This is an optimization exercise on Yosys and OpenROAD, whose aim is small area and a short achievable clock period, not a production implementation. RTL that was checked went through simulation tests only; none was proved equivalent to the original. Function not checked in run 7: the RTL went through the layout flow alone. No run shown here takes its clock network from TritonCTS; it comes from the design's own scripts or RTL. The flow treats the clock pin as an ideal source. Dropping or thinning the clock tree relies on that and would not hold on a real chip. No activity file was given, so power comes from the tool's default toggle rates.

[design.v]
module spi_slave_interface(MOSI, SS_n, clk, rst_n, MISO, word, ld_wa, ld_wd, ld_ra, rd_data);
	input MOSI, SS_n, clk, rst_n;
	output reg MISO;
	output [7:0] word;
	output ld_wa, ld_wd, ld_ra;
	input [7:0] rd_data;
	reg [4:0] cnt;
	reg [8:0] sh;
	reg at11;
	assign word = {sh[6:0], MOSI};
	assign ld_wa = at11 && rst_n && sh[8:7] == 2'b00;
	assign ld_wd = at11 && rst_n && sh[8:7] == 2'b01;
	assign ld_ra = at11 && rst_n && sh[8:7] == 2'b10;
	always @(posedge clk) begin
		sh <= {sh[7:0], MOSI};
		if (~rst_n || SS_n) cnt <= 0;
		else cnt <= cnt + 1'b1;
		at11 <= rst_n && ~SS_n && (cnt == 5'd10);
		MISO <= rd_data[3'd3 - cnt[2:0]];
	end
endmodule
module ram(clk, rst_n, word, ld_wa, ld_wd, ld_ra, rd_data);
	input clk, rst_n;
	input [7:0] word;
	input ld_wa, ld_wd, ld_ra;
	output reg [7:0] rd_data;
	reg [7:0] wa_hi;
	reg [3:0] wa_mid, wr_mid;
	reg [2:0] wa_lo;
	reg wa_zero, wr_on;
	reg [7:0] wd, ra;
	reg [3:0] ph;
	reg [1:0] half [0:7];
	reg [3:0] rsel [0:1];
	wire ld_a = ld_wa || (ld_wd && wa_zero);
	wire [7:0] a_new = ld_wa ? word : 8'd0;
	wire [7:0] wa_hi_n = ld_a ? (8'd1 << a_new[7:5]) : wa_hi;
	wire [3:0] wa_mid_n = ld_a ? (4'd1 << a_new[4:3]) : wa_mid;
	wire [2:0] wa_lo_n = ld_a ? a_new[2:0] : wa_lo;
	wire wr_on_n = ld_wd ? 1'b1 : ld_wa ? 1'b0 : wr_on;
	wire [3:0] ph_rd = ph - 4'd2;
	wire rd_hit = (ph_rd[2:0] == ra[2:0]);
	always @(posedge clk) begin
		ph <= ph + 1'b1;	 
		wa_hi <= wa_hi_n;
		wa_mid <= wa_mid_n;
		wa_lo <= wa_lo_n;
		wr_on <= wr_on_n;
		if (~rst_n) wa_zero <= 1'b1;
		else if (ld_wa || ld_wd) wa_zero <= 1'b0;
		if (ld_wd) wd <= word;
		wr_mid <= (wr_on_n && ph[2:0] + 3'd1 == wa_lo_n) ? wa_mid_n : 4'd0;
		if (ld_ra) ra <= word;
		rsel[0] <= ra[6:3];
		rsel[1] <= ra[6:3];
	end
	genvar j, r;
	generate
		for (j = 0; j < 8; j = j + 1) begin : plane
			wire [31:0] f0;
			wire wbit = wd[j] ^ ph[3];
			for (r = 0; r < 32; r = r + 1) begin : rg
				reg [7:0] f;
				always @(posedge clk) begin
					f[7:1] <= f[6:0];
					f[0] <= (wa_hi[r / 4] && wr_mid[r % 4]) ? wbit : ~f[7];
				end
				assign f0[r] = f[0];
			end
			always @(posedge clk) begin
				half[j][0] <= f0[{1'b0, rsel[j / 4]}];
				half[j][1] <= f0[{1'b1, rsel[j / 4]}];
				if (rd_hit) rd_data[j] <= half[j][ra[7]] ^ ph_rd[3];
			end
		end
	endgenerate
endmodule
module spi(MOSI, SS_n, clk, rst_n, MISO);
	input MOSI, SS_n, clk, rst_n;
	output MISO;
	wire [7:0] word, rd_data;
	wire ld_wa, ld_wd, ld_ra;
	spi_slave_interface slave(.MOSI(MOSI), .SS_n(SS_n), .clk(clk), .rst_n(rst_n), .MISO(MISO),
		.word(word), .ld_wa(ld_wa), .ld_wd(ld_wd), .ld_ra(ld_ra), .rd_data(rd_data));
	ram mem(.clk(clk), .rst_n(rst_n), .word(word), .ld_wa(ld_wa), .ld_wd(ld_wd), .ld_ra(ld_ra), .rd_data(rd_data));
endmodule
[config.mk]
export PLATFORM = sky130hd
export DESIGN_NAME = spi
export DESIGN_NICKNAME = spi
export VERILOG_FILES = /design/flow/design.v
export SDC_FILE = /design/flow/constraint.sdc
export NUM_CORES = 4
export LEC_CHECK = 0
export CAP_MARGIN = 20
export CORE_MARGIN = 2
export CORE_UTILIZATION = 40
export CTS_CLUSTER_DIAMETER = 100
export CTS_CLUSTER_SIZE = 30
export SETUP_SLACK_MARGIN = 3.5
export SLEW_MARGIN = 20
[flow/retree.tcl]
# Replace the top of the clock tree (the root buffer and the level below it)
# by NQ buffers driven straight from the clock port, each driving the leaf
# buffers of one region of the die.
if {![info exists NQ]} { set NQ 4 }
if {![info exists REGION_CELL]} { set REGION_CELL {sky130_fd_sc_hd__clkbuf_16 A X} }
if {![info exists LEAF_CELL]} { set LEAF_CELL {} }
set block [ord::get_db_block]
set clkport [$block findBTerm clk]
set clknet [$clkport getNet]
proc in_loads {net} {
  set r {}
  foreach it [$net getITerms] { if {[[$it getMTerm] getIoType] eq "INPUT"} { lappend r $it } }
  return $r
}
proc out_of {inst} {
  foreach it [$inst getITerms] { if {[[$it getMTerm] getIoType] eq "OUTPUT"} { return $it } }
  return ""
}
set top {}
set topnets {}
set leaves {}
set dummies {}
foreach r [in_loads $clknet] {
  set ri [$r getInst]
  lappend top $ri
  set rn [[out_of $ri] getNet]
  lappend topnets $rn
  foreach m [in_loads $rn] {
    set mi [$m getInst]
    set mo [out_of $mi]
    if {$mo eq "" || [$mo getNet] eq "NULL"} { lappend dummies $mi; continue }
    lappend top $mi
    set mn [$mo getNet]
    lappend topnets $mn
    foreach l [in_loads $mn] {
      set li [$l getInst]
      set lo [out_of $li]
      if {$lo eq "" || [$lo getNet] eq "NULL"} { lappend dummies $li; continue }
      lappend leaves $l
    }
  }
}
puts "retree: top buffers [llength $top], leaves [llength $leaves], dummy loads [llength $dummies]"
# split the leaves into NQ groups: NQ=4 by the medians of x then y within each half
proc xy {it} { set b [[$it getInst] getBBox]; return [list [expr {([$b xMin]+[$b xMax])/2}] [expr {([$b yMin]+[$b yMax])/2}]] }
proc split2 {its axis} {
  set s [lsort -integer -index 1 [lmap it $its { list $it [lindex [xy $it] $axis] }]]
  set h [expr {[llength $s]/2}]
  return [list [lmap p [lrange $s 0 [expr {$h-1}]] {lindex $p 0}] [lmap p [lrange $s $h end] {lindex $p 0}]]
}
set groups [list $leaves]
set axis 0
while {[llength $groups] < $NQ} {
  set ng {}
  foreach g $groups { foreach h [split2 $g $axis] { lappend ng $h } }
  set groups $ng
  set axis [expr {1-$axis}]
}
# disconnect and remove the old top of the tree
foreach it [concat $leaves] { $it disconnect }
foreach i [concat $top $dummies] { odb::dbInst_destroy $i }
foreach n $topnets { if {[$n getITermCount] == 0 && [$n getBTermCount] == 0} { odb::dbNet_destroy $n } }
lassign $REGION_CELL rcell rin rout
set master [[ord::get_db] findMaster $rcell]
set k 0
foreach g $groups {
  set sx 0; set sy 0
  foreach it $g { lassign [xy $it] x y; incr sx $x; incr sy $y }
  set cx [expr {$sx/[llength $g]}]; set cy [expr {$sy/[llength $g]}]
  set inst [odb::dbInst_create $block $master "clkbuf_region_${k}_clk"]
  $inst setLocation $cx $cy
  $inst setPlacementStatus PLACED
  set net [odb::dbNet_create $block "clknet_region_${k}_clk"]
  $net setSigType CLOCK
  [$inst findITerm $rin] connect $clknet
  [$inst findITerm $rout] connect $net
  foreach it $g { $it connect $net }
  puts "retree: region $k: [llength $g] leaves, buffer at [expr {$cx/1000.0}] [expr {$cy/1000.0}]"
  incr k
}

# optionally rebuild the leaf buffers in another cell
if {[llength $LEAF_CELL]} {
  lassign $LEAF_CELL lcell lin lout
  set lm [[ord::get_db] findMaster $lcell]
  set n 0
  foreach it $leaves {
    set old [$it getInst]
    set in [$it getNet]
    set out [[out_of $old] getNet]
    lassign [$old getLocation] x y
    set nm [$old getName]
    odb::dbInst_destroy $old
    set new [odb::dbInst_create $block $lm $nm]
    $new setLocation $x $y
    $new setPlacementStatus PLACED
    [$new findITerm $lin] connect $in
    [$new findITerm $lout] connect $out
    incr n
  }
  puts "retree: rebuilt $n leaves as $lcell"
}
[constraint.sdc]
create_clock -name core_clock -period 5.5 [get_ports {clk}]
set_input_delay 1.1000 -clock core_clock [delete_from_list [all_inputs] [get_ports {clk}]]
set_output_delay 1.1000 -clock core_clock [all_outputs]
set_load 0.01 [all_outputs]
[flow/run.sh]
#!/bin/bash
# The standard layout, except that the top of the clock tree is rebuilt after
# CTS: the clock port drives four buffers, one per region of the die, and each
# of those drives the leaf buffers of its region (see retree.tcl). Every tool's
# output goes to a log file of its own in this folder.
set -euo pipefail
R=orfs/results/sky130hd/spi/base
bash standard.sh cts > log_1_std_to_cts.txt 2>&1
cat > retree_run.tcl <<TCL
read_db $R/4_cts.odb
set NQ 4
set REGION_CELL {sky130_fd_sc_hd__buf_16 A X}
set LEAF_CELL {sky130_fd_sc_hd__buf_12 A X}
source flow/retree.tcl
detailed_placement
check_placement
write_db $R/4_cts.odb
TCL
openroad -no_init -exit retree_run.tcl > log_2_retree.txt 2>&1
bash standard.sh finish > log_3_std_finish.txt 2>&1
[standard.sh]
#!/bin/bash
# synth_recipe.tcl (not shown) runs the flow's synth.tcl, then flattens the netlist and writes it again
# the make line also repeats each setting of config.mk as NAME=value (left out here)
make -C /OpenROAD-flow-scripts/flow DESIGN_CONFIG=/design/flow/config.mk WORK_HOME=/design/flow/orfs CLKGATE_MAP_FILE= SYNTH_SCRIPT=/design/flow/synth_recipe.tcl "${@:-finish}"
==> results of run 1 <==
## how the worst min path moves through the flow
stage                                                start  cells past startpoint  slack, ns                               end
after floorplan            mem.plane[0].rg[0].f[1]$_DFF_P_                      0       0.31   mem.plane[0].rg[0].f[2]$_DFF_P_
after global placement    mem.plane[7].rg[11].f[6]$_DFF_P_                      0       0.31  mem.plane[7].rg[11].f[7]$_DFF_P_
after detailed placement  mem.plane[1].rg[21].f[6]$_DFF_P_                      0       0.31  mem.plane[1].rg[21].f[7]$_DFF_P_
after CTS                 mem.plane[1].rg[15].f[4]$_DFF_P_                      0       0.32  mem.plane[1].rg[15].f[5]$_DFF_P_
after global routing       mem.plane[2].rg[8].f[2]$_DFF_P_                      0       0.33   mem.plane[2].rg[8].f[3]$_DFF_P_
final                     mem.plane[7].rg[19].f[2]$_DFF_P_                      0       0.33  mem.plane[7].rg[19].f[3]$_DFF_P_
## what timing repair did
item	4_1_cts	5_1_grt
endpoints found under the hold margin	0	0
setup buffers	9	5
cloned	0	1
pin swaps	4	6
setup endpoints to repair	111	54
gates resized for setup	18	20
## through the flow
stage	hold slack, ns	setup slack (ns)	cell area (µm²)	cells	power (mW)
final	0.326	3.49	52300	4600	21.9
after global routing	0.332	3.44	52300	4600	22.7
after CTS	0.316	3.24	52800	4605	22.8
after global placement	0.310	2.32	50500	4498	15.9
after detailed placement	0.312	2.30	50500	4498	15.9
after floorplan	0.310	3.25	48500	2949	15.8
## cell families (layout without fill, tap and decap cells)
family / count (synthesis) / after routing / share of synthesized area, %
buffers and inverters: 90 / 129 / 0.874
AOI/OAI and AO/OA: 271 / 271 / 2.87
muxes: 91 / 91 / 4.24
DFF: 2133 / 2133 / 88.7
xor gates and xnor gates: 26 / 26 / 0.469
and+or+nand+nor: 333 / 333 / 2.75
adders and majority gates: 5 / 5 / 0.129
## state kept, by name, summed over array words and instances (netlist names)
name and flops:
mem.wr_on 1, slave.cnt 5, mem.rsel 4, slave.sh 9
mem.wa_mid 4, mem.wr_mid 4, slave.MISO 1, mem.wa_hi 8
mem.rd_data 8, mem.ph 4, mem.ra 8, mem.wa_zero 1
slave.at11 1, mem.half 16, mem.wd 8, mem.plane.rg.f 2048
mem.wa_lo 3
## cells in the mapped netlist
master	number	share of area (%)
dfxtp_1	2101	87
nor2_1	264	2.0
a21oi_1	258	2.7
clkbuf_1	64	0.50
mux4_2	50	2.3
nand2_1	43	0.33
edfxtp_1	32	2.0
mux4_1	32	1.7
xnor2_1	13	0.23
xor2_1	13	0.23
inv_1	8	0.062
mux2i_1	8	0.17
buf_6	7	0.16
buf_1	6	0.046
ha_1	5	0.13
nand2b_1	5	0.064
nor3_1	5	0.052
o21ai_0	5	0.052
and4_1	4	0.072
a22o_2	2	0.041
nand3_1	2	0.021
a221o_1	1	0.021
a221oi_2	1	0.031
a31oi_1	1	0.013
a32o_1	1	0.021
and2_1	1	0.013
and2_2	1	0.015
and3_2	1	0.015
and3b_1	1	0.018
and4bb_1	1	0.026
buf_12	1	0.041
buf_2	1	0.010
buf_4	1	0.015
buf_8	1	0.031
clkbuf_2	1	0.010
mux2_2	1	0.023
nand3b_1	1	0.015
nor2b_2	1	0.018
nor3b_1	1	0.015
nor4_1	1	0.013
o21a_1	1	0.015
o31ai_1	1	0.015
or3_2	1	0.015
## routing by layer
| metal | routed length [µm] | vias up | GRT usage (%) | share of wire (%) |
|---|---|---|---|---|
| li1 | - | 9519 | - | - |
| met1 | 39200 | 9003 | 17.9 | 54 |
| met2 | 30000 | 189 | 17.1 | 41 |
| met3 | 2250 | 100 | 1.79 | 3.1 |
| met4 | 1520 | 0 | 2.53 | 2.1 |
| met5 | 0 | - | 0 | 0 |
## power groups by stage
stage               registers, mW  logic, mW  clock network [mW]
finish                       15.5     0.0142                6.44
global route                 15.5     0.0153                7.18
CTS                          15.5     0.0135                7.31
detailed placement           15.8     0.0135                   0
global placement             15.8     0.0135                   0
floorplan                    15.8    0.00620                   0
## area by class of cell
class	count	area [µm²]
inverters	8	30.0
clock inverters	3	32.5
well taps	1612	2020
repair buffers	34	377
clock buffers	8	40.0
fillers	10600	67800
plain buffers	76	1550
multi-input cells	726	5260
flip-flops and latches	2133	43000
## worst register-to-register path, delay by kind of cell (launching register included)
family | cells | cell delay (ns)
multiplexers | 2 | 1.20
flip-flops | 1 | 0.45
buffers and inverters | 1 | 0.22
==> summary.txt, run 1 <==
Status
  – Status: no timing/DRC/antenna violations

Logic synthesis
  – Post-Syn Instances: 2949
  – Post-Syn Area: 48500 µm²
  – Yosys warning count: 4
  – Sequential share of the synthesized area: 88.7%
  – Number of synthesized register bits: 2133
  – Netlist cell types: 43
  – Net Count, Synth: 2958
  – Syn Area/Cell: 16.5 µm²

Cells and area
  – Share of cells above drive strength 1: 6.36%
  – Diodes inserted: 0
  – Nets@finish: 2988
  – Final Util: 43.6%
  – Commonest cells after routing, fill and taps aside: dfxtp_1 (2098), nor2_1 (264), a21oi_1 (258), buf_12 (76), mux4_2 (52)
  – Area Overhead vs Synth: 7.88%
  – Commonest non-fill, non-tap cell in the layout: dfxtp_1

Min path
  – Worst hold path class: reg -> reg

Die
  – Row count: 127
  – Die area: 124000 µm²
  – Die Ht: 352 µm
  – DIE WIDTH: 352 µm
  – I/O pins: 5
  – Core Region: 120000 µm²
  – Starting Density: 40.4%

Timing
  – Hold Vio Cnt, Final: 0
  – Final Max Slew Viols: 0
  – # setup viols final: 0
  – Tmin final: 2.01 ns
  – Measured slew at the worst slew-check pin: 0.851 ns
  – Final TNS setup: 0 ns
  – RSZ-0062 raised after global routing: true
  – Final Skew: 0.0249 ns
  – Slew headroom: 43.1%
  – Final Cycle Share: 36.5%
  – Fmax: 498 MHz

Placement
  – I/O Buffers: 4
  – DP HPWL: 43600 µm
  – Final GP Congestion: 0.758

Job
  – Max-cap violations: 0

Clock network
  – Clock slew at reported path FFs: 0.12 ns
  – CTS sink count: 2133
  – Hold-fix buffers, CTS: 0
  – Skew-Pair Late Insertion Delay: 0.48 ns

Critical path
  – CP delay by family, top: flip-flops
  – FF-to-FF path depth: 3
  – Critical path's largest stage delay: 0.33 ns
  – Crit path to: MISO
  – CP startpoint: slave.MISO$_DFF_P_
  – Worst Setup Start Kind: register
  – WS Path Type: reg -> out
  – Worst path cell trace: buf_6
  – Crit-path slowest cell: dfxtp_2
  – Setup crit end kind: output port
  – Critical-path maximum fanout: 1
  – Crit path arrival time: 0.91 ns
  – Buf/Inv on CP: 1
  – R2r setup slk: 3.53 ns
  – FF-to-FF Start: mem.rsel[0][0]$_DFF_P_
  – WP depth: 1
  – Required @ worst endpoint: 4.40 ns
  – Critical R2R Capture: mem.half[0][0]$_DFF_P_

Pwr
  – Switching Fraction: 19.2%
  – Comb power frac: 0.1%
  – Leak: 19.9 nW
  – Psw: 4.22 mW
  – Power per Cell Area: 419 nW/µm²
  – Peak VDD IR: 0.331 mV
  – Cell internal pwr: 17.7 mW
  – Sequential share of power: 70.6%
  – Clock power share: 29.4%

Route
  – First-pass detailed-route iteration total: 5
  – Vias: 18.8k
  – Vias per inst: 4.09
  – Drt initial violations: 1204
  – # DRC: 0
  – Detailed-route wire length per cell: 15.9 µm
  – Post-Route WL: 73000 µm
  – Post-route ant nets: 0

GRT
  – GRT Residual Overflow: 0
  – Initial antenna violation count: 2
  – Vias in the first global route: 18.1k
  – First-pass GRT wire length: 110000 µm
  – GRT Resource Usage Total: 11.6%
  – Largest net degree at the start of global routing: 39
==> run 2: changes to the inputs <==
--- a/flow/run.sh
+++ b/flow/run.sh
@@ -1,7 +1,8 @@
 #!/bin/bash
 # The standard layout, except that the top of the clock tree is rebuilt after
 # CTS: the clock port drives four buffers, one per region of the die, and each
-# of those drives the leaf buffers of its region (see retree.tcl). Every tool's
+# of those drives the leaf buffers of its region (see retree.tcl); and mux4_1
+# cells become mux4_2, which is smaller. Every tool's
 # output goes to a log file of its own in this folder.
 set -euo pipefail
 R=orfs/results/sky130hd/spi/base
@@ -12,6 +13,13 @@
 set REGION_CELL {sky130_fd_sc_hd__buf_16 A X}
 set LEAF_CELL {sky130_fd_sc_hd__buf_12 A X}
 source flow/retree.tcl
+# mux4_2 has the pins and function of mux4_1 in less area (and more drive)
+set m2 [[ord::get_db] findMaster sky130_fd_sc_hd__mux4_2]
+set nswap 0
+foreach inst [[ord::get_db_block] getInsts] {
+  if {[[\$inst getMaster] getName] eq "sky130_fd_sc_hd__mux4_1"} { \$inst swapMaster \$m2; incr nswap }
+}
+puts "swapped \$nswap mux4_1 to mux4_2"
 detailed_placement
 check_placement
 write_db $R/4_cts.odb
--- a/config.mk
+++ b/config.mk
@@ -10,5 +10,5 @@
 export CORE_UTILIZATION = 40
 export CTS_CLUSTER_DIAMETER = 100
 export CTS_CLUSTER_SIZE = 30
-export SETUP_SLACK_MARGIN = 3.5
+export SETUP_SLACK_MARGIN = 3.6
 export SLEW_MARGIN = 20
==> run 2 against run 1 <==
Against the previous run:
- power increased by 0.25%
- core utilization grew 0.27 points
- synthesized cell count unchanged
- global-route usage up 0.28 points
- critical path depth rose by 4
- sequential share of layout area decreased by 0.50 points
- register-to-register slack got worse by 0.03 ns
- worst hold slack got worse by 0.014 ns
- clock skew increased by 0.024 ns
- critical path type is now reg -> reg
- highest routed layer unchanged
==> summary.txt, run 2 <==
Status
  – Status: no timing/DRC/antenna violations

Timing
  – Final Skew: 0.0486 ns (+0.0237 ns)
  – Final TNS setup: 0 ns (unchanged)
  – Hold Vio Cnt, Final: 0 (unchanged)
  – Measured slew at the worst slew-check pin: 0.787 ns (-0.0644 ns)
  – Tmin final: 2.00 ns (-0.00674 ns)
  – # setup viols final: 0 (unchanged)
  – Slew headroom: 47.4% (+4.3 points)
  – Final Cycle Share: 36.4% (-0.12 points)
  – Fmax: 500 MHz (+0.34%)
  – Final Max Slew Viols: 0 (unchanged)
  – RSZ-0062 raised after global routing: true
  – Post-route setup slack: 3.50 ns (+0.00674 ns)

Logic synthesis
  – Synth area leaders: dfxtp_1 (87%), a21oi_1 (2.7%), mux4_2 (2.3%)
  – Post-Syn Instances: 2949 (unchanged)
  – Top-area cell type share of the netlist area: 86.7% (unchanged)
  – Number of synthesized register bits: 2133 (unchanged)
  – Net Count, Synth: 2958 (unchanged)
  – Syn Area/Cell: 16.5 µm² (unchanged)
  – Post-synth top area cell: dfxtp_1
  – Post-synth EDFFs: 32 (unchanged)
  – Sequential share of the synthesized area: 88.7% (unchanged)
  – Dominant synthesized flop cell: dfxtp_1
  – Yosys warning count: 4 (unchanged)
  – Post-Syn Area: 48500 µm² (unchanged)
  – Synth async-reset ratio: 0% (unchanged)
  – Most frequent cells after synthesis: dfxtp_1 (2101), nor2_1 (264), a21oi_1 (258)
  – Netlist cell types: 43 (unchanged)
  – Count leader, synth: dfxtp_1

Die
  – Die Ht: 352 µm (unchanged)
  – Core Region: 120000 µm² (unchanged)
  – Row count: 127 (unchanged)
  – I/O pins: 5 (unchanged)
  – Die area: 124000 µm² (unchanged)
  – Starting Density: 40.4% (unchanged)
  – DIE WIDTH: 352 µm (unchanged)

Cells and area
  – Commonest non-fill, non-tap cell in the layout: dfxtp_1
  – Nets@finish: 3006 (+0.60%)
  – Multi-input gate area: 5210 µm² (-1.1%)
  – Biggest regs: mem.plane.rg.f x2048, mem.half x16, slave.sh x9
  – Diodes inserted: 0 (unchanged)
  – Share of cells above drive strength 1: 8.42% (+2.1 points)
  – Commonest cells after routing, fill and taps aside: dfxtp_1 (2099), nor2_1 (264), a21oi_1 (258), buf_12 (85), mux4_2 (82)
  – Area Overhead vs Synth: 8.54%
  – Top reg by flops: mem.plane.rg.f
  – Sequential Area: 43000 µm² (about the same)
  – Filler cells: 10.5k (-0.085%)
  – Max FFs per register: 2048 (unchanged)

GRT
  – First-pass GRT wire length: 112000 µm (+1.5%)
  – GRT Resource Usage Total: 11.9% (+0.28 points)
  – Initial antenna violation count: 1 (-1)
  – Largest net degree at the start of global routing: 33 (-15%)
  – Vias in the first global route: 18.1k (-0.54%)
  – GRT Residual Overflow: 0 (unchanged)

Placement
  – Final GP Congestion: 0.724 (-4.4%)
  – I/O Buffers: 4 (unchanged)
  – DP Worst Slack: 2.29 ns (-0.00566 ns)
  – DP HPWL: 44300 µm (+1.7%)

Clock network
  – CTS sink count: 2133 (unchanged)
  – Clock slew at reported path FFs: 0.12 ns (about the same)
  – Skew-Pair Late Insertion Delay: 0.49 ns (about the same)

Route
  – Vias per inst: 4.13 (+1.1%)
  – Detailed-route wire length per cell: 16.2 µm (+2.2%)
  – Vias: 19.1k (+1.5%)
  – Post-Route WL: 74900 µm (+2.6%)
  – Post-route ant nets: 0 (unchanged)
  – Drt initial violations: 1263 (+4.9%)
  – First-pass detailed-route iteration total: 5 (unchanged)
  – # DRC: 0 (unchanged)

Job
  – Max-cap violations: 0 (unchanged)

Pwr
  – Power per Cell Area: 417 nW/µm² (-0.37%)
  – Leak: 20.1 nW (+0.98%)
  – Peak VDD IR: 0.326 mV (-1.4%)

Critical path
  – Critical-path maximum fanout: 5 (+4)
  – Required @ worst endpoint: 5.86 ns (+1.46 ns)
  – Setup crit end kind: register
  – WS Path Type: reg -> reg
  – Worst Setup Start Kind: register
  – Crit path arrival time: 2.36 ns (+1.45 ns)

Min path
  – Worst hold path class: reg -> reg
==> run 2: cell count changes in the layout (fill, tap and decap cells not counted), moves of 6 or more <==
cell	previous run	this run
buf_16	5	11
nand2_1	42	27
nand2_2	1	16
buf_12	76	85
mux4_2	52	82
mux4_1	30	0
==> run 2: final cells by class <==
type	count	area share, %
buffer	77	2.98
multi-input combinational	726	9.89
clock buffer	7	0.0499
tap	1612	3.83
sequential	2133	81.7
timing repair buffer	51	1.37
inverter	8	0.0570
clock inverter	4	0.121
==> run 2: path summary, 6_finish.rpt <==
path / startpoint / endpoint / depth (start not counted) / slack (ns)
setup / recovery: mem.rsel[0][0]$_DFF_P_ / mem.half[4][0]$_DFF_P_ / 5 / 3.50
hold / removal: mem.plane[0].rg[24].f[6]$_DFF_P_ / mem.plane[0].rg[24].f[7]$_DFF_P_ / 0 / 0.31
setup reg to reg: mem.rsel[0][0]$_DFF_P_ / mem.half[4][0]$_DFF_P_ / 5 / 3.50
hold reg to reg: mem.plane[0].rg[24].f[6]$_DFF_P_ / mem.plane[0].rg[24].f[7]$_DFF_P_ / 0 / 0.31
==> run 2: what timing repair did <==
action,in CTS,in global routing
resized for setup,53,25
buffers inserted,22,5
pin swaps,7,5
hold buffers,0,0
cloned,5,1
setup endpoints to repair,148,114
==> run 2: kinds of logic after synthesis <==
group / count (synthesis) / share of synthesized area, %
simple gates: 333 / 2.75
xor+xnor: 26 / 0.469
mux: 91 / 4.24
fa+ha+maj: 5 / 0.129
flops: 2133 / 88.7
buf+inv: 90 / 0.874
compound gates: 271 / 2.87
==> run 2: per-layer routing <==
| layer | GRT usage [%] | share of wire [%] | vias to the layer above |
|---|---|---|---|
| met3 | 1.94 | 3.2 | 94 |
| met2 | 17.1 | 41 | 217 |
| met5 | 0 | 0 | - |
| met1 | 18.5 | 54 | 9262 |
| met4 | 2.68 | 2.0 | 0 |
| li1 | - | - | 9518 |
==> run 2: critical path, cell delays in order, from the launching register on <==
cell	delay, ns
dfxtp_4	0.41
buf_6	0.11
buf_12	0.13
buf_16	0.16
mux4_2	0.56
mux4_2	0.49
==> run 2: where the power goes <==
group          switching (mW)  internal, mW  total [mW]
sequential             0.0100          15.5        15.5
combinational         0.00579       0.00768      0.0135
clock                    4.23          2.26        6.49
total                    4.24          17.7        22.0
==> run 2: through the flow <==
step           cells  hold WS, ns  utilization [%]  cell area, µm²  power [mW]
2_1_floorplan   2949        0.310                -           48500        15.8
3_3_place_gp    4497        0.309             42.0           50500        15.9
3_5_place_dp    4497        0.312             42.0           50500        15.9
4_1_cts         4623        0.319             44.3           53200        22.9
5_1_grt         4618        0.316             43.8           52700        22.7
6_report        4618        0.313             43.8           52700        22.0
==> run 3: changes to the inputs <==
--- a/config.mk
+++ b/config.mk
@@ -7,8 +7,8 @@
 export LEC_CHECK = 0
 export CAP_MARGIN = 20
 export CORE_MARGIN = 2
-export CORE_UTILIZATION = 40
+export CORE_UTILIZATION = 46
 export CTS_CLUSTER_DIAMETER = 100
 export CTS_CLUSTER_SIZE = 30
-export SETUP_SLACK_MARGIN = 3.6
+export SETUP_SLACK_MARGIN = 3.5
 export SLEW_MARGIN = 20
==> run 3 against run 2 <==
Against the previous run:
- largest power group unchanged
- largest cell class unchanged
- flip-flop and latch count is the same
- critical endpoint is now mem.plane[3].rg[26].f[0]$_DFF_P_
- still clean on timing, DRC and antenna
- die area shrank 13%
- worst hold slack lost 0.0078 ns
==> summary.txt, run 3 <==
Cells and area
  – Share of cells above drive strength 1: 7.37% (-1.0 points)
  – Post-route cell area: 52000 µm² (-1.3%)
  – Top reg by flops: mem.plane.rg.f
  – Commonest cells after routing, fill and taps aside: dfxtp_1 (2098), nor2_1 (264), a21oi_1 (258), mux4_2 (82), buf_12 (78)
  – Commonest non-fill, non-tap cell in the layout: dfxtp_1
  – Max FFs per register: 2048 (unchanged)
  – Nets@finish: 2988 (-0.60%)
  – Area Overhead vs Synth: 7.08%
  – Diodes inserted: 0 (unchanged)
  – Biggest regs: mem.plane.rg.f x2048, mem.half x16, slave.sh x9

Status
  – Status: no timing/DRC/antenna violations

Timing
  – RSZ-0062 raised after global routing: true
  – Final Max Slew Viols: 0 (unchanged)
  – Hold_ws: 0.305 ns (-0.00783 ns)
  – Hold Vio Cnt, Final: 0 (unchanged)
  – Slew headroom: 36.4% (-11 points)
  – Tmin final: 2.03 ns (+0.0287 ns)
  – Measured slew at the worst slew-check pin: 0.952 ns (+0.165 ns)
  – Final TNS setup: 0 ns (unchanged)
  – # setup viols final: 0 (unchanged)
  – Final Cycle Share: 36.9% (+0.52 points)
  – Fmax: 493 MHz (-1.4%)
  – Final Skew: 0.0309 ns (-0.0177 ns)

Pwr
  – Power per Cell Area: 421 nW/µm² (+0.86%)
  – Peak VDD IR: 0.356 mV (+9.3%)
  – Leak: 19.8 nW (-1.0%)

GRT
  – First-pass GRT wire length: 117000 µm (+4.5%)
  – GRT Resource Usage Total: 14.3% (+2.5 points)
  – Vias in the first global route: 19.1k (+5.7%)
  – Largest net degree at the start of global routing: 33 (unchanged)
  – GRT Residual Overflow: 0 (unchanged)
  – Initial antenna violation count: 0 (-1)

Logic synthesis
  – Most frequent cells after synthesis: dfxtp_1 (2101), nor2_1 (264), a21oi_1 (258)
  – Dominant synthesized flop cell: dfxtp_1
  – Synth area leaders: dfxtp_1 (87%), a21oi_1 (2.7%), mux4_2 (2.3%)
  – Synth async-reset ratio: 0% (unchanged)
  – Count leader, synth: dfxtp_1
  – Number of synthesized register bits: 2133 (unchanged)
  – Sequential share of the synthesized area: 88.7% (unchanged)
  – Syn Area/Cell: 16.5 µm² (unchanged)
  – Netlist cell types: 43 (unchanged)
  – Post-Syn Instances: 2949 (unchanged)
  – Post-synth top area cell: dfxtp_1
  – Post-Syn Area: 48500 µm² (unchanged)
  – Yosys warning count: 4 (unchanged)
  – Top-area cell type share of the netlist area: 86.7% (unchanged)
  – Net Count, Synth: 2958 (unchanged)
  – Post-synth EDFFs: 32 (unchanged)

Critical path
  – Required @ worst endpoint: 5.84 ns (-0.02 ns)
  – Worst Setup Start Kind: register
  – WS Path Type: reg -> reg
  – Critical-path maximum fanout: 16 (+11)
  – FF-to-FF path depth: 3 (-2)
  – Critical R2R Capture: mem.plane[3].rg[26].f[0]$_DFF_P_
  – R2r setup slk: 3.47 ns (-0.03 ns)
  – Crit path arrival time: 2.37 ns (about the same)
  – Setup crit end kind: register
  – FF-to-FF Start: mem.wr_mid[2]$_SDFF_PN0_

Die
  – I/O pins: 5 (unchanged)
  – Core Region: 105000 µm² (-13%)
  – Starting Density: 46.2% (+5.8 points)
  – Row count: 119 (-6.3%)
  – DIE WIDTH: 329 µm (-6.7%)
  – Die Ht: 329 µm (-6.7%)
  – Die area: 108000 µm² (-13%)

Clock network
  – Clock slew at reported path FFs: 0.11 ns (about the same)
  – CTS sink count: 2133 (unchanged)
  – Skew-Pair Late Insertion Delay: 0.47 ns (-0.02 ns)

Min path
  – Hold Crit Depth: 0 (unchanged)
  – Worst hold path class: reg -> reg
  – WHS Endpoint: mem.plane[2].rg[9].f[3]$_DFF_P_
  – Hold path start: mem.plane[2].rg[9].f[2]$_DFF_P_

Route
  – Drt initial violations: 1479 (+17%)
  – Detailed-route wire length per cell: 17.7 µm (+9.2%)
  – Post-Route WL: 77500 µm (+3.5%)
  – Vias per inst: 4.38 (+6.0%)
  – Post-route ant nets: 0 (unchanged)
  – First-pass detailed-route iteration total: 7 (+2)
  – Vias: 19.2k (+0.39%)
  – # DRC: 0 (unchanged)

Placement
  – Dpl cell area: 50200 µm² (-0.58%)
  – I/O Buffers: 4 (unchanged)
  – Final GP Congestion: 0.817 (+13%)
  – DP HPWL: 45600 µm (+2.8%)

Job
  – Max-cap violations: 0 (unchanged)
run 3: cell counts after synthesis:
Identical to the previous run, type by type.
run 3: final cells by class:
type                    count  area, µm²
fillers                  8546      53000
flip-flops and latches   2133      43000
multi-input cells         726       5160
well taps                1391       1740
plain buffers              76       1550
repair buffers             34        388
clock inverters             1       30.0
inverters                   8       30.0
clock buffers               6       22.5
run 3: worst max path at each step:
| stage | from | to | slack, ns | cells after the start |
|---|---|---|---|---|
| after floorplan | rst_n | mem.wr_mid[1]$_SDFF_PN0_ | 3.25 | 6 |
| after global placement | rst_n | mem.wr_mid[1]$_SDFF_PN0_ | 2.40 | 6 |
| after detailed placement | rst_n | mem.wr_mid[1]$_SDFF_PN0_ | 2.26 | 6 |
| after CTS | slave.MISO$_DFF_P_ | MISO | 3.24 | 1 |
| after global routing | mem.wr_mid[3]$_SDFF_PN0_ | mem.plane[4].rg[31].f[0]$_DFF_P_ | 3.44 | 3 |
| final | mem.wr_mid[2]$_SDFF_PN0_ | mem.plane[3].rg[26].f[0]$_DFF_P_ | 3.47 | 3 |
run 3: worst max-delay path: stages, from the launching register on:
cell	delay, ns
dfxtp_1	0.76
nand2_1	0.74
nor2_1	0.31
a21oi_1	0.07
run 3: power by group:
group	internal [mW]	total, mW	leakage (nW)	switching [mW]
registers	15.5	15.5	17.6	0.00975
logic	0.00720	0.0130	1.55	0.00578
clock network	2.22	6.38	0.746	4.17
total	17.7	21.9	19.8	4.18
run 3: per-stage QoR:
stage / util, % / setup WS (ns) / instances / total power [mW]
3_3_place_gp: 47.8 / 2.40 / 4275 / 15.9
3_5_place_dp: 47.8 / 2.26 / 4275 / 15.9
2_1_floorplan: - / 3.25 / 2949 / 15.8
5_1_grt: 49.5 / 3.44 / 4375 / 22.6
4_1_cts: 50.0 / 3.24 / 4380 / 22.8
6_report: 49.5 / 3.47 / 4375 / 21.9
run 3: cells by family after synthesis:
family	share of synthesized area, %
multiplexers	4.24
XOR/XNOR	0.469
buffers and inverters	0.874
flip-flops	88.7
adder cells (fa/ha/maj)	0.129
AND/OR/NAND/NOR	2.75
AO/OA/AOI/OAI	2.87
run 3: timing repair:
item | CTS | global route
cloned | 0 | 1
setup buffers | 11 | 5
gates resized for setup | 16 | 17
pin swaps | 3 | 4
setup endpoints to repair | 80 | 35
hold buffers | 0 | 0
hold endpoints to repair | 0 | 0
run 3: metal layers:
| metal | part of all wire [%] | wire length (µm) | GRT usage [%] | up-vias |
|---|---|---|---|---|
| met1 | 52 | 40100 | 22.0 | 9325 |
| met5 | 0 | 0 | 0 | - |
| li1 | - | - | - | 9479 |
| met4 | 2.4 | 1860 | 3.70 | 0 |
| met3 | 3.4 | 2630 | 2.01 | 111 |
| met2 | 43 | 33000 | 21.3 | 251 |
==> run 4: changes to the inputs <==
--- a/config.mk
+++ b/config.mk
@@ -7,7 +7,7 @@
 export LEC_CHECK = 0
 export CAP_MARGIN = 20
 export CORE_MARGIN = 2
-export CORE_UTILIZATION = 46
+export CORE_UTILIZATION = 40
 export CTS_CLUSTER_DIAMETER = 100
 export CTS_CLUSTER_SIZE = 30
 export SETUP_SLACK_MARGIN = 3.5
==> run 4 against run 3 <==
Against the previous run:
- core utilization fell by 6.0 points
- first-iteration DRC count fell by 20%
- sequential share of layout area fell by 0.42 points
- setup slack improved by 0.022 ns
- clock skew fell by 0.0050 ns
==> summary.txt, run 4 <==
Timing
  – Final Max Slew Viols: 0 (unchanged)
  – RSZ-0062 raised after global routing: true
  – # setup viols final: 0 (unchanged)
  – Hold Vio Cnt, Final: 0 (unchanged)
  – Final TNS setup: 0 ns (unchanged)
  – Measured slew at the worst slew-check pin: 0.908 ns (-0.0437 ns)
  – Final Skew: 0.0259 ns (-0.00500 ns)
  – Post-route setup slack: 3.49 ns (+0.0220 ns)
  – Fmax: 498 MHz (+1.1%)
  – Final Cycle Share: 36.5% (-0.40 points)
  – Slew headroom: 39.3% (+2.9 points)
  – Tmin final: 2.01 ns (-0.0220 ns)

GRT
  – GRT Residual Overflow: 0 (unchanged)
  – Largest net degree at the start of global routing: 39 (+18%)
  – First-pass GRT wire length: 110000 µm (-5.4%)
  – GRT Resource Usage Total: 11.6% (-2.7 points)
  – Vias in the first global route: 18.1k (-4.9%)
  – Initial antenna violation count: 2 (+2)

Die
  – DIE WIDTH: 352 µm (+7.1%)
  – Die area: 124000 µm² (+15%)
  – Row count: 127 (+6.7%)
  – Die Ht: 352 µm (+7.1%)
  – I/O pins: 5 (unchanged)
  – Starting Density: 40.4% (-5.8 points)
  – Core Region: 120000 µm² (+14%)

Logic synthesis
  – Synth async-reset ratio: 0% (unchanged)
  – Post-Syn Instances: 2949 (unchanged)
  – Yosys warning count: 4 (unchanged)
  – Dominant synthesized flop cell: dfxtp_1
  – Post-Syn Area: 48500 µm² (unchanged)
  – Number of synthesized register bits: 2133 (unchanged)
  – Most frequent cells after synthesis: dfxtp_1 (2101), nor2_1 (264), a21oi_1 (258)
  – Post-synth EDFFs: 32 (unchanged)
  – Net Count, Synth: 2958 (unchanged)
  – Synth area leaders: dfxtp_1 (87%), a21oi_1 (2.7%), mux4_2 (2.3%)
  – Syn Area/Cell: 16.5 µm² (unchanged)
  – Top-area cell type share of the netlist area: 86.7% (unchanged)
  – Post-synth top area cell: dfxtp_1
  – Sequential share of the synthesized area: 88.7% (unchanged)
  – Netlist cell types: 43 (unchanged)
  – Count leader, synth: dfxtp_1

Cells and area
  – Commonest non-fill, non-tap cell in the layout: dfxtp_1
  – Commonest cells after routing, fill and taps aside: dfxtp_1 (2098), nor2_1 (264), a21oi_1 (258), mux4_2 (82), buf_12 (75)
  – Area Overhead vs Synth: 7.63%
  – Fin cells: 4600 (+5.1%)
  – Share of cells above drive strength 1: 7.36% (-0.0099 points)
  – Final Util: 43.5% (-6.0 points)
  – Nets@finish: 2988 (unchanged)
  – Max FFs per register: 2048 (unchanged)
  – Biggest regs: mem.plane.rg.f x2048, mem.half x16, slave.sh x9
  – Top reg by flops: mem.plane.rg.f
  – Diodes inserted: 0 (unchanged)

Pwr
  – Power per Cell Area: 420 nW/µm² (-0.25%)
  – Leak: 19.8 nW (about the same)
  – Peak VDD IR: 0.331 mV (-7.1%)

Clock network
  – Hold-fix buffers, CTS: 0 (unchanged)
  – Skew-Pair Late Insertion Delay: 0.48 ns (about the same)
  – CTS sink count: 2133 (unchanged)
  – Clock slew at reported path FFs: 0.12 ns (about the same)

Route
  – # DRC: 0 (unchanged)
  – Post-Route WL: 73000 µm (-5.9%)
  – Detailed-route wire length per cell: 15.9 µm (-10%)
  – Vias: 18.8k (-1.9%)
  – Post-route ant nets: 0 (unchanged)
  – Drt initial violations: 1186 (-20%)
  – Vias per inst: 4.09 (-6.7%)
  – First-pass detailed-route iteration total: 5 (-2)

Job
  – Max-cap violations: 0 (unchanged)

Critical path
  – Critical path's largest stage delay: 0.33 ns (-0.43 ns)
  – Required @ worst endpoint: 4.40 ns (-1.44 ns)
  – Critical-path maximum fanout: 1 (-15)
  – WS Path Type: reg -> out
  – Worst Setup Start Kind: register
  – Buf/Inv on CP: 1 (+1)
  – Worst path cell trace: buf_6
  – Setup crit end kind: output port
  – CP delay by family, top: flip-flops
  – Crit path arrival time: 0.91 ns (-1.46 ns)
  – Crit-path slowest cell: dfxtp_2

Placement
  – I/O Buffers: 4 (unchanged)
  – Final GP Congestion: 0.758 (-7.3%)
  – DP HPWL: 43600 µm (-4.4%)
  – Placed cell count: 4498 (+5.2%)
  – DP Worst Slack: 2.30 ns (+0.0325 ns)

Min path
  – Worst hold path class: reg -> reg

Status
  – Status: no timing/DRC/antenna violations
[run 4: cell types whose count changed in the layout (fill, tap and decap cells not counted), moves of 2 or more]
cell     before  now
buf_6         2    6
buf_12       78   75
nand2_1      40   42
nand2_2       3    1
[run 4: worst paths after layout]
kind / from / to / slack, ns / cells after the start
worst max register to register: mem.wr_mid[1]$_SDFF_PN0_ / mem.plane[6].rg[9].f[0]$_DFF_P_ / 3.55 / 2
worst max-delay path: slave.MISO$_DFF_P_ / MISO / 3.49 / 1
worst min-delay path: mem.plane[7].rg[19].f[2]$_DFF_P_ / mem.plane[7].rg[19].f[3]$_DFF_P_ / 0.33 / 0
worst min register to register: mem.plane[7].rg[19].f[2]$_DFF_P_ / mem.plane[7].rg[19].f[3]$_DFF_P_ / 0.33 / 0
[run 4: area by class of cell]
| class | instances | area, µm² |
|---|---|---|
| fillers | 10600 | 67900 |
| flip-flops and latches | 2133 | 43000 |
| multi-input cells | 726 | 5150 |
| well taps | 1612 | 2020 |
| plain buffers | 76 | 1550 |
| repair buffers | 34 | 368 |
| clock buffers | 8 | 40.0 |
| clock inverters | 3 | 32.5 |
| inverters | 8 | 30.0 |
[run 4: per-layer routing]
layer | up-vias | global-route usage [%] | wire (µm) | share of wire [%]
met5 | - | 0 | 0 | 0
li1 | 9493 | - | - | -
met1 | 9010 | 18.0 | 39400 | 54
met4 | 0 | 2.49 | 1490 | 2.0
met3 | 98 | 1.68 | 2120 | 2.9
met2 | 196 | 17.1 | 29900 | 41
[run 4: per-stage QoR]
| stage | total power [mW] | instance area [µm²] | hold WS (ns) |
|---|---|---|---|
| floorplan | 15.8 | 48500 | 0.310 |
| global placement | 15.9 | 50500 | 0.310 |
| detailed placement | 15.9 | 50500 | 0.312 |
| CTS | 22.8 | 52800 | 0.316 |
| global route | 22.7 | 52200 | 0.332 |
| finish | 21.9 | 52200 | 0.326 |
[run 4: logic make-up after synthesis]
| logic type | share of synthesized area (%) |
|---|---|
| fa+ha+maj | 0.129 |
| simple gates | 2.75 |
| buf+inv | 0.874 |
| mux | 4.24 |
| xor+xnor | 0.469 |
| flops | 88.7 |
| compound gates | 2.87 |
[run 4: power breakdown]
group	internal, mW	switching [mW]
clock network	2.24	4.20
logic	0.00717	0.00715
registers	15.5	0.00940
total	17.7	4.22
[run 4: repair_timing]
item	4_1_cts	5_1_grt
buffers inserted	9	5
resized for setup	18	18
pin swaps	4	6
gates cloned	0	1
setup endpoints to repair	111	49
==> run 5: changes to the inputs <==
--- a/config.mk
+++ b/config.mk
@@ -8,7 +8,7 @@
 export CAP_MARGIN = 20
 export CORE_MARGIN = 2
 export CORE_UTILIZATION = 40
-export CTS_CLUSTER_DIAMETER = 100
+export CTS_CLUSTER_DIAMETER = 70
 export CTS_CLUSTER_SIZE = 30
 export SETUP_SLACK_MARGIN = 3.5
 export SLEW_MARGIN = 20
==> run 5 against run 4 <==
Against the previous run:
- worst hold slack got worse by 0.016 ns
- cell count rose by 0.33%
- sequential share of layout area fell by 0.42 points
- largest power group unchanged
- non-clock buffer count rose by 8
- power rose by 1.2%
- clock-buffer cell count did not move
- via count rose by 0.14%
- critical endpoint unchanged
==> summary.txt, run 5 <==
Clock network
  – Skew-Pair Late Insertion Delay: 0.49 ns (about the same)
  – Clock slew at reported path FFs: 0.11 ns (about the same)
  – CTS sink count: 2133 (unchanged)
  – Hold-fix buffers, CTS: 0 (unchanged)

Route
  – # DRC: 0 (unchanged)
  – Vias: 18.8k (+0.14%)
  – Vias per inst: 4.08 (-0.19%)
  – Drt initial violations: 1190 (+0.34%)
  – Post-route ant nets: 0 (unchanged)
  – First-pass detailed-route iteration total: 4 (-1)
  – Detailed-route wire length per cell: 15.9 µm (+0.28%)
  – Post-Route WL: 73400 µm (+0.61%)

Cells and area
  – Area Overhead vs Synth: 8.18%
  – Diodes inserted: 0 (unchanged)
  – Max FFs per register: 2048 (unchanged)
  – Multi-input gate area: 5150 µm² (unchanged)
  – Nets@finish: 2996 (+0.27%)
  – Fin cells: 4615 (+0.33%)
  – Filler cells: 10.6k (-0.19%)
  – Biggest regs: mem.plane.rg.f x2048, mem.half x16, slave.sh x9
  – Commonest cells after routing, fill and taps aside: dfxtp_1 (2098), nor2_1 (264), a21oi_1 (258), mux4_2 (82), buf_12 (81)
  – Final Util: 43.7% (+0.22 points)
  – Sequential Area: 43000 µm² (unchanged)
  – Top reg by flops: mem.plane.rg.f
  – Commonest non-fill, non-tap cell in the layout: dfxtp_1
  – Share of cells above drive strength 1: 7.93% (+0.56 points)

Pwr
  – Psw: 4.32 mW (+2.4%)
  – Comb power frac: 0.1% (about the same)
  – Total Power: 22.2 mW (+1.2%)
  – Switching Fraction: 19.5% (+0.23 points)
  – Leak: 20.0 nW (+0.71%)
  – Peak VDD IR: 0.375 mV (+13%)
  – Clock power share: 30.2% (+0.8 points)
  – Power per Cell Area: 423 nW/µm² (+0.71%)
  – Sequential share of power: 69.7% (-0.9 points)
  – Cell internal pwr: 17.9 mW (+0.93%)

Logic synthesis
  – Top-area cell type share of the netlist area: 86.7% (unchanged)
  – Number of synthesized register bits: 2133 (unchanged)
  – Post-Syn Area: 48500 µm² (unchanged)
  – Syn Area/Cell: 16.5 µm² (unchanged)
  – Post-Syn Instances: 2949 (unchanged)
  – Synth async-reset ratio: 0% (unchanged)
  – Most frequent cells after synthesis: dfxtp_1 (2101), nor2_1 (264), a21oi_1 (258)
  – Sequential share of the synthesized area: 88.7% (unchanged)
  – Count leader, synth: dfxtp_1
  – Net Count, Synth: 2958 (unchanged)
  – Dominant synthesized flop cell: dfxtp_1
  – Netlist cell types: 43 (unchanged)
  – Yosys warning count: 4 (unchanged)
  – Post-synth EDFFs: 32 (unchanged)
  – Post-synth top area cell: dfxtp_1
  – Synth area leaders: dfxtp_1 (87%), a21oi_1 (2.7%), mux4_2 (2.3%)

Critical path
  – CP startpoint: slave.MISO$_DFF_P_
  – Worst Setup Start Kind: register
  – Buf/Inv on CP: 1 (unchanged)
  – Required @ worst endpoint: 4.40 ns (about the same)
  – Worst path cell trace: buf_6
  – Crit-path slowest cell: dfxtp_2
  – Setup crit end kind: output port
  – WS Path Type: reg -> out
  – Crit path arrival time: 0.91 ns (about the same)
  – CP delay by family, top: flip-flops
  – Critical path's largest stage delay: 0.33 ns (about the same)
  – Critical-path maximum fanout: 1 (unchanged)
  – FF-to-FF Start: mem.rsel[0][0]$_DFF_P_

Die
  – Starting Density: 40.4% (unchanged)
  – I/O pins: 5 (unchanged)
  – Row count: 127 (unchanged)
  – DIE WIDTH: 352 µm (unchanged)
  – Core Region: 120000 µm² (unchanged)
  – Die area: 124000 µm² (unchanged)
  – Die Ht: 352 µm (unchanged)

GRT
  – Vias in the first global route: 18.2k (+0.54%)
  – Grt met3 use: 1.88% (+0.20 points)
  – GRT Resource Usage Total: 11.7% (+0.081 points)
  – Gr busiest metal: met1
  – Initial antenna violation count: 4 (+2)
  – Largest net degree at the start of global routing: 39 (unchanged)
  – GRT Residual Overflow: 0 (unchanged)
  – First-pass GRT wire length: 111000 µm (+0.44%)
  – Met1 Use GR: 18.0% (about the same)
  – Met2 Use GR: 17.2% (+0.047 points)

Timing
  – Final Cycle Share: 36.5% (about the same)
  – Tmin final: 2.01 ns (+0.000220 ns)
  – Hold_ws: 0.310 ns (-0.0156 ns)
  – Hold Vio Cnt, Final: 0 (unchanged)
  – # setup viols final: 0 (unchanged)
  – RSZ-0062 raised after global routing: true
  – Final Max Slew Viols: 0 (unchanged)
  – Fmax: 498 MHz (about the same)
  – Measured slew at the worst slew-check pin: 0.857 ns (-0.0512 ns)
  – Final Skew: 0.0304 ns (+0.00443 ns)
  – Final TNS setup: 0 ns (unchanged)
  – Slew headroom: 42.7% (+3.4 points)

Placement
  – DP HPWL: 43600 µm (unchanged)
  – I/O Buffers: 4 (unchanged)
  – Placed cell count: 4498 (unchanged)
  – Final GP Congestion: 0.758 (unchanged)

Job
  – Max-cap violations: 0 (unchanged)

Status
  – Status: no timing/DRC/antenna violations

Min path
  – Worst hold path class: reg -> reg
  – Hold path start: mem.plane[0].rg[7].f[2]$_DFF_P_
-- run 5: what timing repair did --
item | 4_1_cts | 5_1_grt
buffers inserted | 15 | 4
gates cloned | 1 | 0
setup endpoints to repair | 114 | 31
pin swaps | 6 | 4
resized for setup | 21 | 16
-- run 5: cell families after synthesis --
logic type | Yosys count | share of synthesized area (%)
buffers and inverters | 90 | 0.874
adder cells (fa/ha/maj) | 5 | 0.129
XOR/XNOR | 26 | 0.469
AO/OA/AOI/OAI | 271 | 2.87
multiplexers | 91 | 4.24
AND/OR/NAND/NOR | 333 | 2.75
flip-flops | 2133 | 88.7
-- run 5: area by class of cell --
| cell class | instances | share of cell area, % |
|---|---|---|
| Clock buffer | 8 | 0.133 |
| Multi-Input combinational cell | 726 | 9.81 |
| Sequential cell | 2133 | 82.0 |
| Timing Repair Buffer | 39 | 0.858 |
| Clock inverter | 10 | 0.243 |
| Tap cell | 1612 | 3.84 |
| Buffer | 79 | 3.07 |
| Inverter | 8 | 0.0572 |
-- run 5: final timing paths --
path	end	slack, ns	cells after the start
min	mem.plane[0].rg[7].f[3]$_DFF_P_	0.31	0
min reg2reg	mem.plane[0].rg[7].f[3]$_DFF_P_	0.31	0
max reg2reg	mem.half[2][0]$_DFF_P_	3.52	4
max	MISO	3.49	1
-- run 5: metal layers --
layer  share of wire (%)  routed length [µm]
met1                  54               39400
met2                  41               30200
met3                 3.1                2270
met4                 2.1                1510
met5                   0                   0
-- run 5: stage by stage --
step / setup slack [ns] / instance area, µm²
finish: 3.49 / 52500
global route: 3.45 / 52500
CTS: 3.23 / 53100
detailed placement: 2.30 / 50500
global placement: 2.32 / 50500
floorplan: 3.25 / 48500
-- run 5: power by group through the flow --
stage                     combinational [mW]  sequential (mW)  clock (mW)
after global placement                0.0135             15.8           0
after detailed placement              0.0135             15.8           0
after CTS                             0.0132             15.5        7.57
final                                 0.0142             15.5        6.71
after floorplan                      0.00620             15.8           0
after global routing                  0.0151             15.5        7.45
==> run 6: changes to the inputs <==
--- a/flow/run.sh
+++ b/flow/run.sh
@@ -1,7 +1,8 @@
 #!/bin/bash
 # The standard layout, except that the top of the clock tree is rebuilt after
 # CTS: the clock port drives four buffers, one per region of the die, and each
-# of those drives the leaf buffers of its region (see retree.tcl); and mux4_1
+# of those drives the leaf buffers of its region, and the dummy loads CTS added
+# to balance the leaf nets are removed (see retree.tcl); and mux4_1
 # cells become mux4_2, which is smaller. Every tool's
 # output goes to a log file of its own in this folder.
 set -euo pipefail
--- a/flow/retree.tcl
+++ b/flow/retree.tcl
@@ -100,3 +100,22 @@
   }
   puts "retree: rebuilt $n leaves as $lcell"
 }
+
+# remove the dummy loads CTS hung on the leaf nets to balance them: cells whose
+# only input is on a clock net and whose output drives nothing
+set nd 0
+foreach inst [$block getInsts] {
+  set o [out_of $inst]
+  if {$o eq ""} { continue }
+  set on [$o getNet]
+  if {$on ne "NULL" && [$on getITermCount] > 1} { continue }
+  set ins {}
+  foreach it [$inst getITerms] { if {[[$it getMTerm] getIoType] eq "INPUT" && [$it getNet] ne "NULL"} { lappend ins $it } }
+  if {[llength $ins] != 1} { continue }
+  if {[[[lindex $ins 0] getNet] getSigType] ne "CLOCK"} { continue }
+  [lindex $ins 0] disconnect
+  if {$on ne "NULL"} { $o disconnect; if {[$on getITermCount] == 0 && [$on getBTermCount] == 0} { odb::dbNet_destroy $on } }
+  odb::dbInst_destroy $inst
+  incr nd
+}
+puts "retree: removed $nd dummy loads"
--- a/config.mk
+++ b/config.mk
@@ -8,7 +8,7 @@
 export CAP_MARGIN = 20
 export CORE_MARGIN = 2
 export CORE_UTILIZATION = 40
-export CTS_CLUSTER_DIAMETER = 70
+export CTS_CLUSTER_DIAMETER = 100
 export CTS_CLUSTER_SIZE = 30
 export SETUP_SLACK_MARGIN = 3.5
 export SLEW_MARGIN = 20
==> run 6 against run 5 <==
Against the previous run:
- still clean
- clock power down 5.4%
- synthesized cell count unchanged
- worst hold slack worse by 0.017 ns
- power fell by 1.6%
- sequential share of layout area rose by 0.54 points
- fmax increased by 0.55%
- global-route usage fell by 0.087 points
- synthesized area unchanged
- first-iteration DRC count increased by 0.25%
- critical path depth is the same
- clock skew barely moved
- critical path type unchanged
- largest cell class unchanged
==> summary.txt, run 6 <==
Critical path
  – Setup crit end kind: output port
  – Worst path cell trace: buf_6
  – Critical-path maximum fanout: 1 (unchanged)
  – Crit path arrival time: 0.90 ns (about the same)
  – Critical path's largest stage delay: 0.33 ns (about the same)
  – CP delay by family, top: flip-flops
  – WS Path Type: reg -> out
  – Required @ worst endpoint: 4.40 ns (about the same)
  – Buf/Inv on CP: 1 (unchanged)
  – Worst Setup Start Kind: register
  – Crit-path slowest cell: dfxtp_2

Logic synthesis
  – Syn Area/Cell: 16.5 µm² (unchanged)
  – Yosys warning count: 4 (unchanged)
  – Synth async-reset ratio: 0% (unchanged)
  – Count leader, synth: dfxtp_1
  – Netlist cell types: 43 (unchanged)
  – Post-Syn Area: 48500 µm² (unchanged)
  – Most frequent cells after synthesis: dfxtp_1 (2101), nor2_1 (264), a21oi_1 (258)
  – Post-synth EDFFs: 32 (unchanged)
  – Top-area cell type share of the netlist area: 86.7% (unchanged)
  – Synth area leaders: dfxtp_1 (87%), a21oi_1 (2.7%), mux4_2 (2.3%)
  – Post-synth top area cell: dfxtp_1
  – Post-Syn Instances: 2949 (unchanged)
  – Number of synthesized register bits: 2133 (unchanged)
  – Dominant synthesized flop cell: dfxtp_1
  – Net Count, Synth: 2958 (unchanged)
  – Sequential share of the synthesized area: 88.7% (unchanged)

Timing
  – Fmax: 501 MHz (+0.55%)
  – Final Max Slew Viols: 0 (unchanged)
  – Tmin final: 2.00 ns (-0.0109 ns)
  – Slew headroom: 40.1% (-2.6 points)
  – Measured slew at the worst slew-check pin: 0.896 ns (+0.0393 ns)
  – Final Skew: 0.0308 ns (+0.000450 ns)
  – Post-route setup slack: 3.50 ns (+0.0109 ns)
  – Hold Vio Cnt, Final: 0 (unchanged)
  – Final Cycle Share: 36.3% (-0.20 points)
  – # setup viols final: 0 (unchanged)
  – Final TNS setup: 0 ns (unchanged)
  – RSZ-0062 raised after global routing: true

GRT
  – Vias in the first global route: 18.1k (-0.58%)
  – First-pass GRT wire length: 110000 µm (-0.50%)
  – Largest net degree at the start of global routing: 39 (unchanged)
  – GRT Residual Overflow: 0 (unchanged)
  – Initial antenna violation count: 2 (-2)
  – GRT Resource Usage Total: 11.6% (-0.087 points)

Die
  – Row count: 127 (unchanged)
  – Core Region: 120000 µm² (unchanged)
  – I/O pins: 5 (unchanged)
  – DIE WIDTH: 352 µm (unchanged)
  – Die area: 124000 µm² (unchanged)
  – Die Ht: 352 µm (unchanged)
  – Starting Density: 40.4% (unchanged)

Pwr
  – Sequential share of power: 70.9% (+1.2 points)
  – Leak: 19.8 nW (-0.85%)
  – Comb power frac: 0.1% (about the same)
  – Cell internal pwr: 17.7 mW (-1.2%)
  – Power per Cell Area: 419 nW/µm² (-0.97%)
  – Psw: 4.18 mW (-3.4%)
  – Clock power share: 29.1% (-1.1 points)
  – Peak VDD IR: 0.332 mV (-11%)
  – Switching Fraction: 19.1% (-0.35 points)

Cells and area
  – Post-route cell area: 52100 µm² (-0.65%)
  – Biggest regs: mem.plane.rg.f x2048, mem.half x16, slave.sh x9
  – Fin cells: 4589 (-0.56%)
  – Share of cells above drive strength 1: 7.22% (-0.70 points)
  – Top reg by flops: mem.plane.rg.f
  – Nets@finish: 2988 (-0.27%)
  – Area Overhead vs Synth: 7.47%
  – Diodes inserted: 0 (unchanged)
  – Commonest cells after routing, fill and taps aside: dfxtp_1 (2098), nor2_1 (264), a21oi_1 (258), mux4_2 (82), buf_12 (75)
  – Commonest non-fill, non-tap cell in the layout: dfxtp_1
  – Max FFs per register: 2048 (unchanged)

Min path
  – Worst hold path class: reg -> reg

Clock network
  – CTS sink count: 2133 (unchanged)
  – Skew-Pair Late Insertion Delay: 0.47 ns (-0.02 ns)
  – Clock slew at reported path FFs: 0.11 ns (about the same)

Route
  – Detailed-route wire length per cell: 15.9 µm (about the same)
  – First-pass detailed-route iteration total: 5 (+1)
  – Post-route ant nets: 0 (unchanged)
  – Drt initial violations: 1193 (+0.25%)
  – Post-Route WL: 73100 µm (-0.49%)
  – Vias: 18.8k (-0.20%)
  – Vias per inst: 4.09 (+0.37%)
  – # DRC: 0 (unchanged)

Job
  – Max-cap violations: 0 (unchanged)

Placement
  – Placed cell count: 4498 (unchanged)
  – I/O Buffers: 4 (unchanged)
  – DP Worst Slack: 2.30 ns (unchanged)
  – Final GP Congestion: 0.758 (unchanged)
  – DP HPWL: 43600 µm (unchanged)
  – Dpl cell area: 50500 µm² (unchanged)

Status
  – Status: no timing/DRC/antenna violations
[run 6: area by class of cell]
type	instances	area, µm²
buffer	76	1550
fill	10600	68000
inverter	8	30.0
multi-input combinational	726	5150
sequential	2133	43000
tap	1612	2020
timing repair buffer	34	368
[run 6: kinds of logic after synthesis]
logic type / Yosys count / share of synthesized area (%)
fa+ha+maj: 5 / 0.129
simple gates: 333 / 2.75
compound gates: 271 / 2.87
xor+xnor: 26 / 0.469
mux: 91 / 4.24
buf+inv: 90 / 0.874
flops: 2133 / 88.7
[run 6: routing by layer]
| metal | vias up | part of all wire [%] | track usage, % |
|---|---|---|---|
| met4 | 0 | 2.0 | 2.49 |
| met5 | - | 0 | 0 |
| met1 | 8997 | 54 | 18.0 |
| met2 | 208 | 41 | 17.1 |
| met3 | 95 | 3.0 | 1.68 |
| li1 | 9486 | - | - |
[run 6: path summary, 6_finish.rpt]
kind                                                        from                                to  slack, ns  depth (start not counted)
worst max-delay path                          slave.MISO$_DFF_P_                              MISO       3.50                          1
worst min-delay path            mem.plane[3].rg[17].f[6]$_DFF_P_  mem.plane[3].rg[17].f[7]$_DFF_P_       0.29                          0
worst max register to register            mem.rsel[0][0]$_DFF_P_            mem.half[6][1]$_DFF_P_       3.56                          4
worst min register to register  mem.plane[3].rg[17].f[6]$_DFF_P_  mem.plane[3].rg[17].f[7]$_DFF_P_       0.29                          0
[run 6: per-stage QoR]
| step | total power, mW | hold WS, ns | util, % |
|---|---|---|---|
| finish | 21.8 | 0.293 | 43.4 |
| detailed placement | 15.9 | 0.312 | 42.0 |
| CTS | 22.8 | 0.316 | 44.0 |
| global route | 22.6 | 0.302 | 43.4 |
| floorplan | 15.8 | 0.310 | - |
| global placement | 15.9 | 0.310 | 42.0 |
[run 6: power by group through the flow]
| stage | combinational, mW | sequential [mW] | clock, mW |
|---|---|---|---|
| after floorplan | 0.00620 | 15.8 | 0 |
| after global placement | 0.0135 | 15.8 | 0 |
| after detailed placement | 0.0135 | 15.8 | 0 |
| after CTS | 0.0135 | 15.5 | 7.31 |
| after global routing | 0.0153 | 15.5 | 7.08 |
| final | 0.0142 | 15.5 | 6.35 |
[run 6: what timing repair did]
| action | CTS | global route |
|---|---|---|
| gates cloned | 0 | 1 |
| resized for setup | 18 | 17 |
| pin swaps | 4 | 6 |
| hold buffers | 0 | 0 |
| buffers inserted | 9 | 5 |
| endpoints found under the setup margin | 111 | 49 |
==> run 7: changes to the inputs <==
--- a/design.v
+++ b/design.v
@@ -28,7 +28,7 @@
 	reg [3:0] wa_mid, wr_mid;
 	reg [2:0] wa_lo;
 	reg wa_zero, wr_on;
-	reg [7:0] wd, ra;
+	reg [7:0] wb, ra;
 	reg [3:0] ph;
 	reg [1:0] half [0:7];
 	reg [3:0] rsel [0:1];
@@ -48,7 +48,8 @@
 		wr_on <= wr_on_n;
 		if (~rst_n) wa_zero <= 1'b1;
 		else if (ld_wa || ld_wd) wa_zero <= 1'b0;
-		if (ld_wd) wd <= word;
+		if (ld_wd) wb <= word ^ {8{ph[3] ^ (ph[2:0] == 3'd7)}};
+		else if (ph[2:0] == 3'd7) wb <= ~wb;
 		wr_mid <= (wr_on_n && ph[2:0] + 3'd1 == wa_lo_n) ? wa_mid_n : 4'd0;
 		if (ld_ra) ra <= word;
 		rsel[0] <= ra[6:3];
@@ -58,12 +59,11 @@
 	generate
 		for (j = 0; j < 8; j = j + 1) begin : plane
 			wire [31:0] f0;
-			wire wbit = wd[j] ^ ph[3];
 			for (r = 0; r < 32; r = r + 1) begin : rg
 				reg [7:0] f;
 				always @(posedge clk) begin
 					f[7:1] <= f[6:0];
-					f[0] <= (wa_hi[r / 4] && wr_mid[r % 4]) ? wbit : ~f[7];
+					f[0] <= (wa_hi[r / 4] && wr_mid[r % 4]) ? wb[j] : ~f[7];
 				end
 				assign f0[r] = f[0];
 			end
==> run 7 against run 6 <==
Against the previous run:
- via count rose by 1.1%
- critical endpoint unchanged
- largest power group unchanged
- first-iteration DRC count is 7.0% higher
- wire length is 1.3% higher
- synthesized cell count grew 0.81%
- global-route usage up 0.14 points
- cell count increased by 0.24%
==> summary.txt, run 7 <==
Status
  – Status: no timing/DRC/antenna violations

Die
  – Die Ht: 352 µm (about the same)
  – DIE WIDTH: 352 µm (about the same)
  – Die area: 124000 µm² (about the same)

Logic synthesis
  – Post-synth EDFFs: 32 (unchanged)
  – Most frequent cells after synthesis: dfxtp_1 (2101), nor2_1 (274), a21oi_1 (264)
  – Xor and xnor fraction of the mapped netlist area: 0.519% (+0.049 points)
  – Count leader, synth: dfxtp_1
  – Post-Syn Area: 48500 µm² (about the same)
  – Sequential share of the synthesized area: 88.7% (about the same)
  – Post-Syn Instances: 2973 (+0.81%)
  – Adder-Cell Fraction of Synth Area: 0.155% (+0.026 points)
  – Yosys warning count: 4 (unchanged)
  – Syn Area/Cell: 16.3 µm² (-0.85%)
  – Post-synth top area cell: dfxtp_1
  – Post-synthesis simple-gate area fraction: 2.80% (+0.055 points)

Cells and area
  – Filler cells: 10.6k (+0.14%)
  – Top reg by flops: mem.plane.rg.f
  – Max FFs per register: 2048 (unchanged)
  – Final Util: 43.3% (-0.057 points)
  – Fin cells: 4600 (+0.24%)
  – Commonest non-fill, non-tap cell in the layout: dfxtp_1

GRT
  – GRT Resource Usage Total: 11.8% (+0.14 points)
  – Initial antenna violation count: 0 (-2)

Pwr
  – Total Power: 21.8 mW (-0.15%)
  – Comb power frac: 0.1% (about the same)
  – Switching Fraction: 19.0% (-0.12 points)
  – Psw: 4.14 mW (-0.75%)
  – Leak: 20.4 nW (+3.2%)
  – Sequential share of power: 71.0% (about the same)
  – Clock power share: 29.0% (about the same)

Placement
  – Dpl cell area: 50300 µm² (-0.40%)
  – Final GP Congestion: 0.756 (-0.20%)
  – DP HPWL: 43100 µm (-1.2%)
  – I/O Buffers: 4 (unchanged)

Route
  – Detailed-route wire length per cell: 16.1 µm (+1.1%)
  – # DRC: 0 (unchanged)
  – Vias: 19.0k (+1.1%)
  – Post-Route WL: 74000 µm (+1.3%)

Clock network
  – Clock slew at reported path FFs: 0.11 ns (about the same)
  – CTS sink count: 2133 (unchanged)
  – Skew-Pair Late Insertion Delay: 0.46 ns (about the same)

Critical path
  – WS Path Type: reg -> out
  – FF-to-FF path depth: 4 (unchanged)
  – WP depth: 1 (unchanged)
  – Buf/Inv on CP: 1 (unchanged)

Timing
  – RSZ-0062 raised after global routing: true
  – Measured slew at the worst slew-check pin: 0.962 ns (+0.0660 ns)

Job
  – Max-cap violations: 0 (unchanged)
-- run 7: worst paths after layout --
path                                     from                                to  slack [ns]
min          mem.plane[0].rg[15].f[2]$_DFF_P_  mem.plane[0].rg[15].f[3]$_DFF_P_        0.24
min reg2reg  mem.plane[0].rg[15].f[2]$_DFF_P_  mem.plane[0].rg[15].f[3]$_DFF_P_        0.24
max                        slave.MISO$_DFF_P_                              MISO        3.50
max reg2reg            mem.rsel[0][0]$_DFF_P_            mem.half[4][1]$_DFF_P_        3.57
-- run 7: power by group through the flow --
stage / registers (mW) / clock network [mW] / logic (mW)
after floorplan: 15.8 / 0 / 0.00971
after global placement: 15.8 / 0 / 0.0151
after detailed placement: 15.8 / 0 / 0.0154
after CTS: 15.5 / 7.22 / 0.0151
after global routing: 15.5 / 7.06 / 0.0173
final: 15.5 / 6.32 / 0.0155
-- run 7: per-layer routing --
metal  routed length (µm)  global-route usage [%]
met1                38100                    17.9
met2                30700                    17.4
met3                 3240                    1.68
met4                 1990                    3.38
met5                    0                       0
-- run 7: layout make-up --
class	instances	area share, %
buffer	76	2.98
antenna	2	0.00961
inverter	9	0.0649
multi-input combinational	742	9.87
sequential	2133	82.6
tap	1612	3.87
timing repair buffer	26	0.569
-- run 7: cell families (layout without fill, tap and decap cells) --
group	Yosys count	after routing
simple gates	343	343
compound gates	275	275
buf+inv	98	111
mux	91	91
flops	2133	2133
fa+ha+maj	6	6
xor+xnor	27	27
other cells	0	2
-- run 7: timing repair --
action | CTS | global route
gates resized for setup | 12 | 15
endpoints found under the setup margin | 68 | 34
setup buffers | 8 | 4
pin swaps | 1 | 5

Check on run 7: ideal ports give 3.503 ns setup slack; a clkbuf_16 on the clock port and buf_2 on the inputs give 3.354 ns; moving port delays by the midpoint clock arrival (0.588 ns) as well gives 3.033 ns.
